What follows belongs to an exercise in optimizing a design on an open flow for small area and a short achievable clock period; a production flow would make more cautious choices. In this exercise RTL edits were held to simulation tests only and were not proved equivalent to the original.

Setup of red:
## DCT
module DCT #(parameter horizontal = 1) (
  input wire CLK, input wire RST, input wire i_stb,
  input wire [7:0] i_D0, i_D1, i_D2, i_D3, i_D4, i_D5, i_D6, i_D7,
  output wire o_stb,
  output wire signed [15:0] o_D0, o_D1, o_D2, o_D3, o_D4, o_D5, o_D6, o_D7
);
For scale: ~590 flip-flops, ~200 I/O pins, roughly 35000 um^2 of cells after synthesis.
Settings: LEC_CHECK=0, ABC_CLOCK_PERIOD_IN_PS=3000, CAP_MARGIN=5, CORE_MARGIN=2, CORE_UTILIZATION=40, CTS_CLUSTER_DIAMETER=90, CTS_CLUSTER_SIZE=24, PLACE_DENSITY=0.6, SETUP_SLACK_MARGIN=5, SLEW_MARGIN=5, SYNTH_HIERARCHICAL=1, SYNTH_MINIMUM_KEEP_SIZE=0; clock period 8.0 ns.
standard.sh (not shown) runs the stock make flow with config.mk's settings and CLKGATE_MAP_FILE= SYNTH_SCRIPT=/design/flow/synth_recipe.tcl, a recipe that flattens the netlist after the stock synthesis.
==> flow/flow/run.sh <==
#!/bin/bash
# Own layout flow: the standard layout (standard.sh, standard synthesis unchanged),
# with a tighter setup-repair target and plain buffers on the ports.
# Knobs are set in flow/knobs.txt (one make assignment per line).
set -euo pipefail
here=$(pwd)
python3 - "$here" <<'PY'
import sys, shlex
here = sys.argv[1]
s = open(here + '/standard.sh').read()
knobs = [l.strip() for l in open(here + '/flow/knobs.txt') if l.strip() and not l.startswith('#')]
extra = ' '.join(shlex.quote(k) for k in knobs)
s = s.replace('"${@:-finish}"', extra + ' "${@:-finish}"')
open(here + '/standard_own.sh', 'w').write(s)
PY
bash standard_own.sh > "$here/flow_make.log" 2>&1
==> flow/flow/knobs.txt <==
SETUP_SLACK_MARGIN=5.25
BUFFER_PORTS_ARGS=-buffer_cell sky130_fd_sc_hd__buf_1
Setup changes, red to blue
- changing CAP_MARGIN from 5 to 20
- changing SLEW_MARGIN from 5 to 20
==> flow/flow/knobs.txt <==
SETUP_SLACK_MARGIN=5.3
BUFFER_PORTS_ARGS=-buffer_cell sky130_fd_sc_hd__buf_1
Notes after the runs:
- Compared red against blue; detailed placer's ending HPWL within noise.
- Compared blue vs red, and global-route wire length before repair is up in blue.
- The run showing the smaller measured slew at the worst slew-check pin is blue.
- Adder-cell share of the synthesized area came out exactly the same in red and blue.
- red reached the final stage; the timing, design-rule and antenna checks on its layout passed.
- The flow did not stop early for blue: all stages ran, and the layout cleared the timing, design-rule and antenna checks.
- On setup slack, blue does better than red.
- Placed instance count delta (blue -> red): insignificant
- Going from red to blue, non-clock buffer count saw an increase, worst path arrival time saw a decrease.
Here is what was changed in the inputs of green compared with blue.
- changing PLACE_DENSITY from 0.6 to 0.7
- changing CORE_UTILIZATION from 40 to 45
==> flow/flow/knobs.txt <==
SETUP_SLACK_MARGIN=5.25
BUFFER_PORTS_ARGS=-buffer_cell sky130_fd_sc_hd__buf_1
Notes after the runs:
green was carried through to the last stage, and its layout satisfied the timing, design-rule and antenna checks. green vs blue: first-pass GRT wire length down slightly. blue has a higher setup slack of the critical path after layout than green.
The following lists how orange was set up differently from green:
- changing PLACE_DENSITY from 0.7 to 0.72
- changing CORE_UTILIZATION from 45 to 60
==> flow/flow/knobs.txt <==
SETUP_SLACK_MARGIN=5.3
BUFFER_PORTS_ARGS=-buffer_cell sky130_fd_sc_hd__buf_1
[summary]
orange: flow completed, timing, DRC and antenna clean. STATUS post-route minimum period: orange wins against green. Compared with green, orange shows a higher setup slack. Re global routing usage on met1: orange and green aren't equal, and the lower value belongs to green. There was hardly any difference in worst hold slack between green and orange. Area taken by multi-input logic gates ends up lower on green.

========
DCT, a different RTL version from the one above (not shown whole).
For scale: roughly 2900 cells after synthesis, ~590 flip-flops, ~200 I/O pins.
// DCT
module DCT #(parameter horizontal = 1) (
  input wire CLK, input wire RST, input wire i_stb,
  input wire [7:0] i_D0, i_D1, i_D2, i_D3, i_D4, i_D5, i_D6, i_D7,
  output wire o_stb,
  output wire signed [15:0] o_D0, o_D1, o_D2, o_D3, o_D4, o_D5, o_D6, o_D7
);
export LEC_CHECK = 0
export ABC_CLOCK_PERIOD_IN_PS = 3000
export CAP_MARGIN = 20
export CORE_MARGIN = 2
export CORE_UTILIZATION = 40
export PLACE_DENSITY = 0.6
export SETUP_SLACK_MARGIN = 5
export SLEW_MARGIN = 20
export SYNTH_HIERARCHICAL = 1
export SYNTH_MINIMUM_KEEP_SIZE = 0
create_clock -name core_clock -period 8.0 [get_ports {CLK}]
==> flow/flow/knobs.txt <==
SETUP_SLACK_MARGIN=5.1
BUFFER_PORTS_ARGS=-buffer_cell sky130_fd_sc_hd__buf_2
Scripts as last shown in full above: flow/flow/run.sh
Then changed:
==> flow/flow/knobs.txt (replaced) <==
SETUP_SLACK_MARGIN=5.4
BUFFER_PORTS_ARGS=-buffer_cell sky130_fd_sc_hd__buf_2
What happened: First-iteration DRC count rises by 17%; synthesized area stays the same; sequential share of layout area drops by 0.99 points; critical path depth grows by 7; die area stays the same; maximum frequency climbs by 3.9%.
Then changed:
==> flow/flow/knobs.txt (replaced) <==
SETUP_SLACK_MARGIN=5.25
BUFFER_PORTS_ARGS=-buffer_cell sky130_fd_sc_hd__buf_2
Worst setup slack degrades by 79 ps.
Register-to-register slack degrades by 80 ps.
Fmax fell by 2.8%.
Flip-flop and latch count does not change.
Hold slack barely changes.
Then changed:
==> flow/flow/knobs.txt (replaced) <==
SETUP_SLACK_MARGIN=5.1
BUFFER_PORTS_ARGS=-buffer_cell sky130_fd_sc_hd__buf_2
Settings changed: CTS_CLUSTER_DIAMETER set to 90, CTS_CLUSTER_SIZE set to 24.
Outcome: Synthesized cell count is unchanged; final cell count decreases by about 2%; sequential share of layout area came out higher by 1.2 points; worst setup slack is worse by 39 ps; fmax went down by about 1.4%.

==> what the ideal ports hide <==
Ports are ideal in the flow. The routed layouts listed here were re-timed in OpenROAD. Step 1, drivers: a clkbuf_16 drives CLK and a buf_2 each remaining input, both assumed. Step 2 times the ports against the registers' clock, not the clock port: input delays grow and output delays shrink by t, the midpoint of the rising clock arrivals with the driver on. Slacks: no drivers / after step 1 / after step 2; pairs: no drivers / after step 1.
run | t (ns) | slack for setup (ns) | latest minus earliest clock arrival (ns) | worst slew at a driven data input, ns
red | 0.649 | 5.292 / 5.238 / 4.892 | 0.032 / 0.032 | 0.09
blue | 0.645 | 5.297 / 5.235 / 4.761 | 0.037 / 0.037 | 0.10
green | 0.674 | 5.270 / 5.209 / 4.902 | 0.044 / 0.045 | 0.11
orange | 0.668 | 5.291 / 5.230 / 4.780 | 0.018 / 0.018 | 0.07
the first run of note 2 | 0.684 | 5.154 / 5.154 / 4.842 | 0.021 / 0.020 | 0.15
the second run of note 2 | 0.674 | 5.261 / 5.223 / 4.972 | 0.030 / 0.030 | 0.07
the third run of note 2 | 0.687 | 5.181 / 5.181 / 4.947 | 0.029 / 0.028 | 0.08
the fourth run of note 2 | 0.634 | 5.143 / 5.143 / 4.861 | 0.034 / 0.034 | 0.16
After both steps setup and hold are still met in every run listed. For blue, which loses most, drivers alone change the setup slack by -0.062 ns; drivers and shift together by -0.536 ns.
